Source: an optimization exercise on an open RTL-to-GDS flow (aim: small area). Production flows keep margins and buffers that such runs may drop. In this exercise RTL edits were held to simulation tests only and were not proved equivalent to the original. Power is estimated from default activity; no workload was simulated.

File: design.v
module MIPS_ALU (
    input clk,
    input pipeline_flush_i,
    input r_type_i,
    input [6 - 1 : 0] opcode_i,
    input [6 - 1 : 0] funct_i,
    input [32 - 1 : 0] alu_input1_i,
    input [32 - 1 : 0] alu_input2_i,
    input [32 - 1 : 0] pc_i,
    output overflow_o,
    output zero_o,
    output negative_o,
    output [32 - 1 : 0] alu_result_o
);
    reg overflow;
    reg zero;
    reg negative;
    reg [32 - 1 : 0] alu_result;
    assign alu_result_o = alu_result;
    assign overflow_o = overflow;
    assign zero_o = zero;
    assign negative_o = negative;
    wire [31:0] a = alu_input1_i;
    wire [31:0] b = alu_input2_i;
    wire [5:0] f = funct_i;
    wire [5:0] o = opcode_i;
    wire r_add  = r_type_i & (f == 6'h20);
    wire r_addu = r_type_i & (f == 6'h21);
    wire r_sub  = r_type_i & (f == 6'h22);
    wire r_subu = r_type_i & (f == 6'h23);
    wire r_and  = r_type_i & (f == 6'h24);
    wire r_or   = r_type_i & (f == 6'h25);
    wire r_xor  = r_type_i & (f == 6'h26);
    wire r_nor  = r_type_i & (f == 6'h27);
    wire r_sll  = r_type_i & (f[5:3] == 3'b000) & (f[1:0] == 2'b00);
    wire r_srl  = r_type_i & (f[5:3] == 3'b000) & (f[1:0] == 2'b10);
    wire r_sra  = r_type_i & (f[5:3] == 3'b000) & (f[1:0] == 2'b11);
    wire r_slt  = r_type_i & (f == 6'h2A);
    wire r_jr   = r_type_i & (f == 6'h08);
    wire i_addi  = ~r_type_i & (o == 6'h08);
    wire i_addiu = ~r_type_i & (o == 6'h09);
    wire i_andi  = ~r_type_i & (o == 6'h0C);
    wire i_ori   = ~r_type_i & (o == 6'h0D);
    wire i_xori  = ~r_type_i & (o == 6'h0E);
    wire i_beq   = ~r_type_i & (o == 6'h04);
    wire i_bne   = ~r_type_i & (o == 6'h05);
    wire i_lw    = ~r_type_i & (o == 6'h23);
    wire i_sw    = ~r_type_i & (o == 6'h2B);
    wire op_add  = r_add | r_addu | r_sub | r_subu | i_addi | i_addiu | i_lw | i_sw;
    wire op_and  = r_and | i_andi;
    wire op_or   = r_or | i_ori;
    wire op_xor  = r_xor | i_xori;
    wire op_nor  = r_nor;
    wire op_shr  = r_srl | r_sra | r_jr;
    wire op_shl  = r_sll;
    wire op_cmp  = r_slt | i_beq | i_bne;
    wire sub     = r_sub | r_subu | r_slt | i_beq | i_bne;
    wire wr_res  = op_add | op_and | op_or | op_xor | op_nor | op_shr | op_shl | op_cmp;
    wire wr_ov   = r_add | r_sub | i_addi;
    wire [31:0] bx = b ^ {32{sub}};
    wire [31:0] p = a ^ bx;
    wire [31:0] g = a & bx;
    wire [31:0] gk = g & {32{op_add | r_slt}};
    genvar i, k;
    wire [32:0] c;
    assign c[0] = sub;   
    wire [7:0] G, P;
    wire [8:0] cg;
    assign cg[0] = c[0];
    generate for (k = 0; k < 8; k = k + 1) begin : g_grp
        wire [3:0] gg = gk[4*k+3:4*k];
        wire [3:0] pp = p[4*k+3:4*k];
        assign G[k] = gg[3] | (pp[3] & gg[2]) | (pp[3] & pp[2] & gg[1]) | (pp[3] & pp[2] & pp[1] & gg[0]);
        assign P[k] = &pp;
        wire ci = cg[k];
        assign c[4*k] = ci;
        assign c[4*k+1] = gg[0] | (pp[0] & ci);
        assign c[4*k+2] = gg[1] | (pp[1] & gg[0]) | (pp[1] & pp[0] & ci);
        assign c[4*k+3] = gg[2] | (pp[2] & gg[1]) | (pp[2] & pp[1] & gg[0]) | (pp[2] & pp[1] & pp[0] & ci);
    end endgenerate
    generate for (k = 0; k < 2; k = k + 1) begin : g_sup
        wire ci = cg[4*k];
        assign cg[4*k+1] = G[4*k] | (P[4*k] & ci);
        assign cg[4*k+2] = G[4*k+1] | (P[4*k+1] & G[4*k]) | (P[4*k+1] & P[4*k] & ci);
        assign cg[4*k+3] = G[4*k+2] | (P[4*k+2] & G[4*k+1]) | (P[4*k+2] & P[4*k+1] & G[4*k]) | (P[4*k+2] & P[4*k+1] & P[4*k] & ci);
        assign cg[4*k+4] = G[4*k+3] | (P[4*k+3] & G[4*k+2]) | (P[4*k+3] & P[4*k+2] & G[4*k+1]) | (P[4*k+3] & P[4*k+2] & P[4*k+1] & G[4*k]) | (P[4*k+3] & P[4*k+2] & P[4*k+1] & P[4*k] & ci);
    end endgenerate
    assign c[32] = cg[8];
    wire [31:0] r = p ^ c[31:0];
    wire ov_add = (~r[31] & a[31] & b[31]) | (r[31] & ~a[31] & ~b[31]);
    wire ov_sub = (~r[31] & ~a[31] & b[31]) | (r[31] & a[31] & ~b[31]);
    wire ov = r_add | i_addi ? ov_add : ov_sub;
    wire lt = (a[31] ^ b[31]) ? a[31] : r[31];
    wire eq = &p;
    wire [4:0] sh = b[4:0] & {5{~r_jr}};
    wire fill = r_sra & a[31];
    wire [31:0] st [0:5];
    assign st[0] = a;
    generate for (k = 0; k < 5; k = k + 1) begin : g_sh
        mips_alu_shift_stage #(.K(1 << k), .INV(k % 2)) u_stage (
            .x(st[k]), .fill(fill ^ (k % 2 == 1)),
            .sel_l(op_shl & sh[k]), .sel_r(op_shr & sh[k]), .sel_n(~sh[k]),
            .y_n(st[k+1]));
    end endgenerate
    wire [31:0] z = ~st[5];
    wire cmp_bit = r_slt ? lt : (eq ^ i_bne);
    wire [31:0] res =
          ({32{op_add | op_xor | op_or}} & r)
        | ({32{op_and | op_or}} & g)
        | ({32{op_nor}} & ~(p | g))
        | ({32{op_shr | op_shl}} & z)
        | {31'b0, op_cmp & cmp_bit};
    wire hold = ~wr_res;
    always @(posedge clk) begin
        alu_result <= res | ({32{hold}} & alu_result);
        if (wr_ov) overflow <= ov;
        if (i_beq | i_bne) zero <= eq;
        if (r_slt) negative <= lt;
    end
endmodule
module mips_alu_shift_stage #(parameter K = 1, parameter INV = 0) (
    input [31:0] x,
    input fill,
    input sel_l,
    input sel_r,
    input sel_n,
    output [31:0] y_n
);
    genvar i;
    generate for (i = 0; i < 32; i = i + 1) begin : g_bit
        wire from_l = (i >= K) ? x[(i - K) & 31] : (INV == 1);
        wire from_r = (i + K < 32) ? x[(i + K) & 31] : fill;
        assign y_n[i] = ~((sel_l & from_l) | (sel_r & from_r) | (sel_n & x[i]));
    end endgenerate
endmodule
File: flow/run.sh
#!/bin/bash
# Own layout flow: the standard flow (standard.sh), with
#  - an area-oriented ABC mapping script for synthesis (flow/abc_area.script),
#  - port buffers built from the smallest buffer cell,
#  - no full-adder extraction before ABC,
#  - a small clock tree (small clock buffers, no dummy loads),
#  - power recovery (gate downsizing) after global routing.
# Each tool's full output stays in the ORFS logs under orfs/logs; make's output goes to make.log.
set -uo pipefail
W=$(pwd)
rm -rf "$W/scripts_local"
cp -r "$FLOW_HOME/scripts" "$W/scripts_local"
cp "$W/flow/abc_area.script" "$W/scripts_local/abc_area.script"
bash standard.sh SCRIPTS_DIR="$W/scripts_local" ABC_AREA=1 \
  "BUFFER_PORTS_ARGS=-buffer_cell sky130_fd_sc_hd__buf_1" \
  "CTS_ARGS=-sink_clustering_enable -repair_clock_nets -sink_clustering_size 12 -buf_list {sky130_fd_sc_hd__clkbuf_8} -root_buf sky130_fd_sc_hd__clkbuf_8 -dont_use_dummy_load" \
  RECOVER_POWER=100 ADDER_MAP_FILE= finish > "$W/make.log" 2>&1
rc=$?
tail -40 "$W/make.log"
exit $rc
File: flow/abc_area.script
&get -n
&st
&dch
&nf -R 1000 -p
&put
topo
stime -c
File: standard.sh
#!/bin/bash
# synth_recipe.tcl (not shown) runs the flow's synth.tcl, then flattens the netlist and writes it again
# the make line also repeats each setting of config.mk as NAME=value (left out here)
make -C /OpenROAD-flow-scripts/flow DESIGN_CONFIG=/design/flow/config.mk WORK_HOME=/design/flow/orfs CLKGATE_MAP_FILE= SYNTH_SCRIPT=/design/flow/synth_recipe.tcl "${@:-finish}"
File: config.mk
export PLATFORM = sky130hd
export DESIGN_NAME = MIPS_ALU
export DESIGN_NICKNAME = MIPS_ALU
export VERILOG_FILES = /design/flow/design.v
export SDC_FILE = /design/flow/constraint.sdc
export NUM_CORES = 4
export LEC_CHECK = 0
export CAP_MARGIN = 20
export CORE_MARGIN = 2
export CORE_UTILIZATION = 55
export GPL_TIMING_DRIVEN = 0
export SLEW_MARGIN = 25
export SYNTH_HIERARCHICAL = 1
File: constraint.sdc
create_clock -name core_clock -period 6.0 [get_ports {clk}]
set_input_delay 1.2000 -clock core_clock [delete_from_list [all_inputs] [get_ports {clk}]]
set_output_delay 1.2000 -clock core_clock [all_outputs]
set_load 0.01 [all_outputs]
==> notes.md <==
final setup margin 0.1710 ns; Layout Nets 923; period utilisation layout between 90 and 100%; HPWL after DPL 14.39 mm; Syn Area/Cell about 7.5 µm²; critical path's top delay family compound AO/OA/AOI/OAI gates; largest family of logic cells by synthesized area compound AO/OA/AOI/OAI gates; CP cell instances clkbuf_1, nor2_1, nand3_1, nand2_2, nor2_2, buf_6, a222oi_1, a222oi_1, a222oi_1, a221oi_1, a221oi_1, o22ai_1, a221oi_1, nand2_1; hold_buf cts 0; H-tree lvl count 2; Lkg Pwr 2.005 nW; Core ar. roughly 8800 µm²; pre-CTS setup slack -0.4399 ns; Yosys top cell area share between 20% and 30%; number of enable flip-flop cells after synthesis 3; Slew headroom 33.54%; Peak supply drop roughly 0.00011 V; clock-pin slew on the worst setup and hold paths 0.08 ns; worst hold path type register to register; Pwr Total 1.020 mW; Crit. End Element register; layout cells sized above 1 6.173%; Final Max Tran Viols 0; Req. time, crit path 6.19 ns; Multi-input gate area between 4000 and 5000 µm²; DR iter-0 viols between 1000 and 1500; Synth Area in Simple Gates 24.05%; CTS tree built; vias in the first global route 6155; Comb power frac about half; syn_nets 785; Clk Latency, worst-skew pair ~0.29 ns; via count 7132; final antenna-violating net count 0; Filler cells 785; Ys Warns 7; Reg area 730.7 µm²; largest cells by area after synthesis a222oi_1 21%, dfxtp_1 13%, a221oi_1 9.2%, nand2_1 7.8%, xor2_1 7.5%; net switching power 0.4436 mW; Die W 99.58 µm; Area Overhead vs Synth 19.07%; Rows 34; dominant synthesized flop cell dfxtp_1; pin count of the biggest net entering global routing 35; aggregate global-route resource usage 37.70%; ANT cells 0; internal power just under 0.6 mW; register area share after synthesis 14.54%; Sw Share approximately 43%; worst-margin pin slew 0.9958 ns; PD cells 170.5 nW/µm²; # DRC 0; count leader, synth a222oi_1; post-layout min period 5.829 ns; DIE AREA a little under 10000 µm²; crit path max fanout 34; Setup Crit Path Kind primary input to register; mux share of post-synthesis cell area 0%; CP Buf/Inv Count 2; initial cell density of the core between 50% and 60%; Max Fclk 171.6 MHz; CTS Sinks 35; Mapped Cells 674; Bufs on Longest Clock Path 2; clock skew 0 ns; critical path's slowest cell a221oi_1; Via density 7.769; Avg WL per Cell 21.46 µm; Clock Tree Root clkbuf_8; Final Hold Viols 0; Clk pwr share 16.7%; worst path arrival time 6.02 ns; Port Buffers ~110; compound-gate portion of the synthesized area 49.60%; Flop pwr share 33.4%; area share of fa/ha/maj cells after synthesis less than 1%; Synth Register Bits 35; synth unique cells 46; CP Launch Type primary input; DRT Pass-1 Iters 22; top cell type by total area after synthesis a222oi_1; Commonest cells post-synth 105 x a222oi_1, 104 x nand2_1, 57 x nor2_1; Die Y-Extent 99.58 µm; CP peak stage delay 0.70 ns; grt ovf 0; outcome finished clean; initial antenna violation count 0; share of flip-flops with an asynchronous set or reset 0%; max cap viols 0; Post-Synth XOR/XNOR Area between 10 and 15%; CTS Buf Count 5; mapped cell area roughly 5000 µm²; Placer Congestion 0.9631; global-route wire length before repair roughly 31 mm; Final Setup Violations 0; Detailed Route WL between 15 and 20 mm; I/O pin count 146
worst reg2reg max path, cell delays in order, from the launching register on:
cell and delay, ns:
dfxtp_1 0.32, a21oi_1 0.12, nand2_1 0.07, a21oi_1 0.16, nand2_1 0.09
power by group through the flow:
stage          registers [mW]  clock network, mW  logic [mW]
2_1_floorplan           0.374                  0       0.290
3_3_place_gp            0.341                  0       0.474
3_5_place_dp            0.345                  0       0.493
4_1_cts                 0.341              0.171       0.495
5_1_grt                 0.348              0.179       0.558
6_report                0.341              0.170       0.509
through the flow:
stage               cell area, µm²   TNS [ns]  utilization [%]  hold slack [ns]  cells
finish                        5983          0            67.95           0.4690    918
global route                  5983  -0.006223            67.95           0.5076    918
CTS                           5894          0            66.94           0.4767    910
detailed placement            5814     -1.348            66.03           0.4602    905
global placement              5580     -40.71            63.37           0.4439    894
floorplan                     5025          0                -           0.5022    674
logic make-up (layout without fill, tap and decap cells):
logic type / Yosys count / count (layout)
AOI/OAI and AO/OA: 309 / 309
xor gates and xnor gates: 64 / 64
adders and majority gates: 1 / 1
buffers and inverters: 6 / 142
DFF: 35 / 35
and+or+nand+nor: 259 / 259
registers in the layout, indices dropped and copies added, names as in the netlist:
signal / count
overflow: 1
negative: 1
alu_result: 32
zero: 1
area by class of cell:
cell class                 instances  share of cell area (%)
multi-input combinational        633                   73.13
tap                              108                   2.258
timing repair buffer             131                   10.87
inverter                           6                  0.3764
sequential                        35                   12.21
clock buffer                       5                   1.150
final timing paths:
check | to | slack (ns) | depth (start not counted) | from
setup / recovery | alu_result[27] | 0.17 | 14 | funct_i[1]
hold / removal | alu_result[1] | 0.47 | 2 | alu_result[1]
setup reg to reg | alu_result[0] | 5.13 | 4 | alu_result[0]
hold reg to reg | alu_result[1] | 0.47 | 2 | alu_result[1]
placed cells by master (no fill, tap or decap), types with 21 or more instances in the layout:
cell / count
a21oi_1: 24
a221oi_1: 53
a222oi_1: 105
a22oi_1: 21
buf_1: 110
dfxtp_1: 32
nand2_1: 98
nor2_1: 44
o21ai_0: 29
o22ai_1: 33
xnor2_1: 21
xor2_1: 43
what timing repair did:
action                                 in CTS  in global routing
resized for setup                           2                  3
endpoints found under the hold margin       0                  0
setup buffers                               0                  8
pin swaps                                   0                  1
setup endpoints to repair                   3                  6
per-layer routing:
layer  vias to the layer above  track usage [%]  share of wire, %
met1                      3296            49.02                39
met4                         0            16.65               5.0
met3                        85            7.730                12
li1                       3226                -                 -
met5                         -                0                 0
met2                       525            60.29                44

==> what the ideal ports hide <==
How much do the figures lean on ideal ports? The routed layout below was timed once more, with nothing changed but the port constraints. Step 1 assumes that a clkbuf_16 drives the clock port and a buf_2 every other input. Step 2 also shifts input and output timing later by t, the mid clock arrival at the registers, as if the neighbouring blocks saw the same clock. Slacks: ideal / step 1 / step 2; pairs: ideal / step 1.
t (ns): 0.327
slack for setup (ns): 0.171 / 0.184 / -0.143
worst setup path at the end: input to register
cell pins on the clock port's net: 1
With both steps, setup timing fails in this run, where it was met with ideal ports. For this run, drivers alone change the setup slack by +0.013 ns; drivers and shift together by -0.314 ns.
